Context: an optimization exercise on an open-source flow, tuned for small area. The choices shown serve that exercise and are no tape-out recipe. The RTL was checked by simulation tests, not by an equivalence proof against the original design. Power figures rest on the tool's default switching activity, not on a simulated workload.

==> flow/design.v (excerpt) <==
module Inverter_25Hz(CLK_50M,DEV_CLRn,
                     R_PWM_LH_D,R_PWM_RH_D,
							I_PWM1_LL_D,I_PWM1_LH_D,I_PWM1_RL_D,I_PWM1_RH_D,
							I_PWM2_LL_D,I_PWM2_LH_D,I_PWM2_RL_D,I_PWM2_RH_D,
							BusOvp,IP_Ocp,InvOcp1,OP_Ovp1,InvOcp2,OP_Ovp2,
							Reset_D,CPLD1,
							OP_Rly1_D,OP_Rly2_D,OP_Scr1_D,OP_Scr2_D,
							COM1_IPF_C,COM2_IPF_C,COM1_OUT_D,COM2_OUT_D,
							R_PWM_LH_C,R_PWM_RH_C,
							I_PWM1_LL_C,I_PWM1_LH_C,I_PWM1_RL_C,I_PWM1_RH_C,
							I_PWM2_LL_C,I_PWM2_LH_C,I_PWM2_RL_C,I_PWM2_RH_C,
							BusOvp_D,IP_Ocp_D,InvOcp1_D,OP_Ovp1_D,InvOcp2_D,OP_Ovp2_D,
							CPLD2,CPLD_Data,
							EN1_4245,EN2_4245,
							OP_Rly1_C,OP_Rly2_C,OP_Scr1_C,OP_Scr2_C,
							COM1_IPF_D,COM2_IPF_D,COM1_OUT_C,COM2_OUT_C,
							LED1,LED2,LED3,LED4,LED5,LED6);
input CLK_50M,DEV_CLRn;
input R_PWM_LH_D,R_PWM_RH_D;
input I_PWM1_LL_D,I_PWM1_LH_D,I_PWM1_RL_D,I_PWM1_RH_D;
input I_PWM2_LL_D,I_PWM2_LH_D,I_PWM2_RL_D,I_PWM2_RH_D;
input BusOvp,IP_Ocp,InvOcp1,OP_Ovp1,InvOcp2,OP_Ovp2;
input Reset_D;
input CPLD1;
input OP_Rly1_D,OP_Rly2_D,OP_Scr1_D,OP_Scr2_D;
input COM1_IPF_C,COM2_IPF_C,COM1_OUT_D,COM2_OUT_D;
output R_PWM_LH_C,R_PWM_RH_C;
output I_PWM1_LL_C,I_PWM1_LH_C,I_PWM1_RL_C,I_PWM1_RH_C;
output I_PWM2_LL_C,I_PWM2_LH_C,I_PWM2_RL_C,I_PWM2_RH_C;
output BusOvp_D,IP_Ocp_D,InvOcp1_D,OP_Ovp1_D,InvOcp2_D,OP_Ovp2_D;
output CPLD2,CPLD_Data;
output EN1_4245,EN2_4245;
output OP_Rly1_C,OP_Rly2_C,OP_Scr1_C,OP_Scr2_C;
output COM1_IPF_D;
output reg COM2_IPF_D;
output COM1_OUT_C,COM2_OUT_C;
output LED1,LED2,LED3,LED4,LED5,LED6;
wire BusOvp_F,IP_Ocp_F,InvOcp1_F,OP_Ovp1_F,InvOcp2_F,OP_Ovp2_F;
wire R_PWM_LH_w,R_PWM_RH_w;
wire I_PWM1_LL_w,I_PWM1_LH_w,I_PWM1_RL_w,I_PWM1_RH_w;
wire I_PWM2_LL_w,I_PWM2_LH_w,I_PWM2_RL_w,I_PWM2_RH_w;
wire CPLD1_F;
wire InvOcp1_Dy,InvOcp2_Dy,OP_Ovp1_Dy,OP_Ovp2_Dy;
wire CP1;
Protect_Filter PF1(.CLK_50M(CLK_50M),.Rst_n(DEV_CLRn),
                   .BusOvp(BusOvp),.IP_Ocp(IP_Ocp),.InvOcp1(InvOcp1),.OP_Ovp1(OP_Ovp1),.InvOcp2(InvOcp2),.OP_Ovp2(OP_Ovp2),
                   .BusOvp_F(BusOvp_F),.IP_Ocp_F(IP_Ocp_F),.InvOcp1_F(InvOcp1_F),.OP_Ovp1_F(OP_Ovp1_F),.InvOcp2_F(InvOcp2_F),.OP_Ovp2_F(OP_Ovp2_F));
  ...
Size in the first run: roughly 630 cells after synthesis, roughly 220 flip-flops, about 6400 µm² of cells after synthesis.
==> module ProtCount, before the edit <==
module ProtCount #(parameter NW = 22, WA = 22, WB = 21,
                   parameter [NW-1:0] WC0 = 0, WT = 0,
                   parameter NE = 9, EA = 9, EB = 5,
                   parameter [NE-1:0] E0 = 0, ECS = 0)
  (clk, rst_n, rd, p, pwmen);
input clk, rst_n, rd, p;
output reg pwmen;
localparam [NW-1:0] WPOL = {(NW+1)/2{2'b10}};
localparam [NE-1:0] EPOL = {(NE+1)/2{2'b10}};
reg r1, r2, en;
reg [NW-1:0] ws;
reg [NE-1:0] es;
wire [NW-1:0] wb = ws ^ WPOL;
wire [NE-1:0] eb = es ^ EPOL;
wire full     = (wb == WT);
wire counting = en & ~full & rst_n;
wire wfb      = ~(wb[WA-1] ^ wb[WB-1]);
wire cs       = (eb == ECS);
wire efb      = ~(eb[EA-1] ^ eb[EB-1]) ^ cs;
wire neg      = r2 & ~r1;
always @(posedge clk)
 begin
  r1 <= p; r2 <= r1;
  en <= rst_n & (en ? ~full : ~p);
  ws <= (en ? {wb[NW-2:0], wfb} : WC0) ^ WPOL;
  es <= (counting ? (neg ? {eb[NE-2:0], efb} : eb) : E0) ^ EPOL;
  pwmen <= ~rst_n | (pwmen ? ~cs : rd);
 end
endmodule
==> module Protect_CountCur, before the edit <==
module Protect_CountCur(CLK_50M,Rst_n,ResetD,ProTect,PWMEN);
input CLK_50M,Rst_n,ResetD,ProTect;
output PWMEN;
ProtCount #(.NW(22), .WA(22), .WB(21), .WC0(22'd1398101), .WT(22'd1746261),
            .NE(9), .EA(9), .EB(5), .E0(9'd207), .ECS(9'd463))
  pc(.clk(CLK_50M), .rst_n(Rst_n), .rd(ResetD), .p(ProTect), .pwmen(PWMEN));
endmodule
clock: 10.0 ns
lec_check: 0
cap_margin: 0
core_margin: 2
core_utilization: 70
place_density: 0.8
slew_margin: 0
standard.sh (not shown) runs the stock make flow with config.mk's settings and CLKGATE_MAP_FILE= SYNTH_SCRIPT=/design/flow/synth_recipe.tcl, a recipe that flattens the netlist after the stock synthesis.
==> flow/flow/run.sh <==
#!/bin/bash
# The standard layout (standard.sh) with these changes, made through ORFS's own knobs:
#  - synthesis runs flow/synth.tcl: synth_recipe.tcl with abc mapping for area (flow/abc_area.script);
#  - port buffers are buf_1 cells;
#  - CTS uses only clkbuf_4 cells, leaf clusters of up to 11 sinks, and no dummy loads;
#  - after floorplan, logic cells that synthesis sized up are set back to drive 1.
# The make output goes to standard.log; each step's log is under orfs/logs/.
set -euo pipefail
export BUFFER_PORTS_ARGS="-buffer_cell sky130_fd_sc_hd__buf_1"
export CTS_ARGS="-sink_clustering_enable -repair_clock_nets -dont_use_dummy_load -buf_list sky130_fd_sc_hd__clkbuf_4 -root_buf sky130_fd_sc_hd__clkbuf_4 -sink_clustering_size 11 -sink_clustering_max_diameter 45"
export POST_FLOORPLAN_TCL="$PWD/flow/downsize.tcl"
export MY_ABC_SCRIPT="$PWD/flow/abc_area.script"
sed "s#SYNTH_SCRIPT=[^ ]*#SYNTH_SCRIPT=$PWD/flow/synth.tcl #" standard.sh > own_standard.sh
grep -q "SYNTH_SCRIPT=$PWD/flow/synth.tcl" own_standard.sh
bash own_standard.sh > standard.log 2>&1
==> flow/flow/abc_area.script <==
strash
dch
amap
topo
==> flow/flow/downsize.tcl <==
# Hook run after floorplan (POST_FLOORPLAN_TCL): synthesis sizes some logic cells up for
# fanout; put every combinational cell back to its drive-1 variant. Flip-flops and clock
# cells are left alone. The resizer's later repair_design fixes any slew or cap it needs.
set n 0
foreach inst [[ord::get_db_block] getInsts] {
  set m [[$inst getMaster] getName]
  if {![regexp {^sky130_fd_sc_hd__(\w+)_(\d+)$} $m -> base drv]} { continue }
  if {$drv <= 1} { continue }
  if {[regexp {^(df|edf|sdf|dl|clk|conb|tap|fill|decap)} $base]} { continue }
  set new "sky130_fd_sc_hd__${base}_1"
  if {[get_lib_cells -quiet $new] eq ""} { continue }
  replace_cell [$inst getName] $new
  incr n
}
puts "downsize.tcl: $n cells set to drive 1"
==> flow/flow/synth.tcl <==
# synth_recipe.tcl (the standard synthesis script) with one change: every abc call maps
# with abc_area.script (area mapping, no buffering or sizing) instead of ORFS's speed script.
# abc only maps the combinational logic; the registers come from the same steps as before.
proc synth {args} { yosys synth -nofsm -noshare {*}$args }
proc abc {args} {
  set i [lsearch -exact $args -script]
  if {$i >= 0} { set args [lreplace $args $i [expr {$i + 1}] -script $::env(MY_ABC_SCRIPT)] }
  yosys abc {*}$args
}
source $::env(SCRIPTS_DIR)/synth.tcl
# left out here: clear keep_hierarchy, flatten, clean up, hide names made inside functions, write 1_2_yosys.v
The first run went through all stages and came out clean.
Edit:
--- a/flow/design.v
+++ b/flow/design.v
@@ -211,21 +211,22 @@
 assign COM1_OUT_C = En1 | r_com1;
 assign COM2_OUT_C = En1 | r_com2;
 endmodule
 module ProtCount #(parameter NW = 22, WA = 22, WB = 21,
                    parameter [NW-1:0] WC0 = 0, WT = 0,
+                   parameter JUMP = 0, parameter [NW-1:0] WX = 0,
                    parameter NE = 9, EA = 9, EB = 5,
                    parameter [NE-1:0] E0 = 0, ECS = 0)
   (clk, rst_n, rd, p, pwmen);
 input clk, rst_n, rd, p;
 output reg pwmen;
 localparam [NW-1:0] WPOL = {(NW+1)/2{2'b10}};
 localparam [NE-1:0] EPOL = {(NE+1)/2{2'b10}};
 reg r1, r2, en;
 reg [NW-1:0] ws;
 reg [NE-1:0] es;
-wire [NW-1:0] wb = ws ^ WPOL;
+wire [NW-1:0] wb = ws ^ (JUMP ? {NW{1'b0}} : WPOL);
 wire [NE-1:0] eb = es ^ EPOL;
 wire full     = (wb == WT);
 wire counting = en & ~full & rst_n;
 wire wfb      = ~(wb[WA-1] ^ wb[WB-1]);
 wire cs       = (eb == ECS);
@@ -233,19 +234,22 @@
 wire neg      = r2 & ~r1;
 always @(posedge clk)
  begin
   r1 <= p; r2 <= r1;
   en <= rst_n & (en ? ~full : ~p);
-  ws <= (en ? {wb[NW-2:0], wfb} : WC0) ^ WPOL;
+  if (JUMP)
+    ws <= {ws[NW-2:0], counting & (wfb ^ (ws == WX))};
+  else
+    ws <= (en ? {wb[NW-2:0], wfb} : WC0) ^ WPOL;
   es <= (counting ? (neg ? {eb[NE-2:0], efb} : eb) : E0) ^ EPOL;
   pwmen <= ~rst_n | (pwmen ? ~cs : rd);
  end
 endmodule
 module Protect_CountCur(CLK_50M,Rst_n,ResetD,ProTect,PWMEN);
 input CLK_50M,Rst_n,ResetD,ProTect;
 output PWMEN;
-ProtCount #(.NW(22), .WA(22), .WB(21), .WC0(22'd1398101), .WT(22'd1746261),
+ProtCount #(.NW(22), .WA(22), .WB(21), .WC0(22'd0), .WT(22'd2097152), .JUMP(1), .WX(22'd2031875),
             .NE(9), .EA(9), .EB(5), .E0(9'd207), .ECS(9'd463))
   pc(.clk(CLK_50M), .rst_n(Rst_n), .rd(ResetD), .p(ProTect), .pwmen(PWMEN));
 endmodule
 module Protect_CountVol(CLK_50M,Rst_n,ResetD,ProTect,PWMEN);
 input CLK_50M,Rst_n,ResetD,ProTect;
Final cell count went down by 2.8%.
Die area went down by 0.36%.
Clock power barely changes.
Clock skew went up by 0.025 ns.
Global-route usage went down by 0.56 points.
Power went down by 0.41%.
Via count went down by 2.3%.

static timing again, ports no longer ideal:
No port has a modelled driver above. Below, the same layouts with a new extraction and two added sets of constraints.
Step 1 sets driving cells, clkbuf_16 on the clock port and buf_2 on the other inputs (assumed; they add their load-dependent delay and slew).
Step 2 adds t to the input delays and takes it off the output delays; t is the mean of the earliest and latest rising clock arrival at the registers after step 1. Input paths then give back, and output paths get back, about the clock's delay inside the block.
a / b / c = ideal / step 1 / step 2; a / b = the first two.
| run | shift t [ns] | slack for setup (ns) | worst hold slack (ns) | worst register clock-pin slew, ns |
|---|---|---|---|---|
| the first run | 0.601 | 5.181 / 5.150 / 5.254 | 0.352 / 0.352 / 0.352 | 0.12 / 0.12 |
| the second run | 0.599 | 5.232 / 5.208 / 5.208 | 0.352 / 0.352 / 0.352 | 0.11 / 0.11 |
After both steps every run listed still meets setup and hold. The setup slack of the second run, which loses most, moves by -0.024 ns with the drivers and by -0.024 ns with both steps.
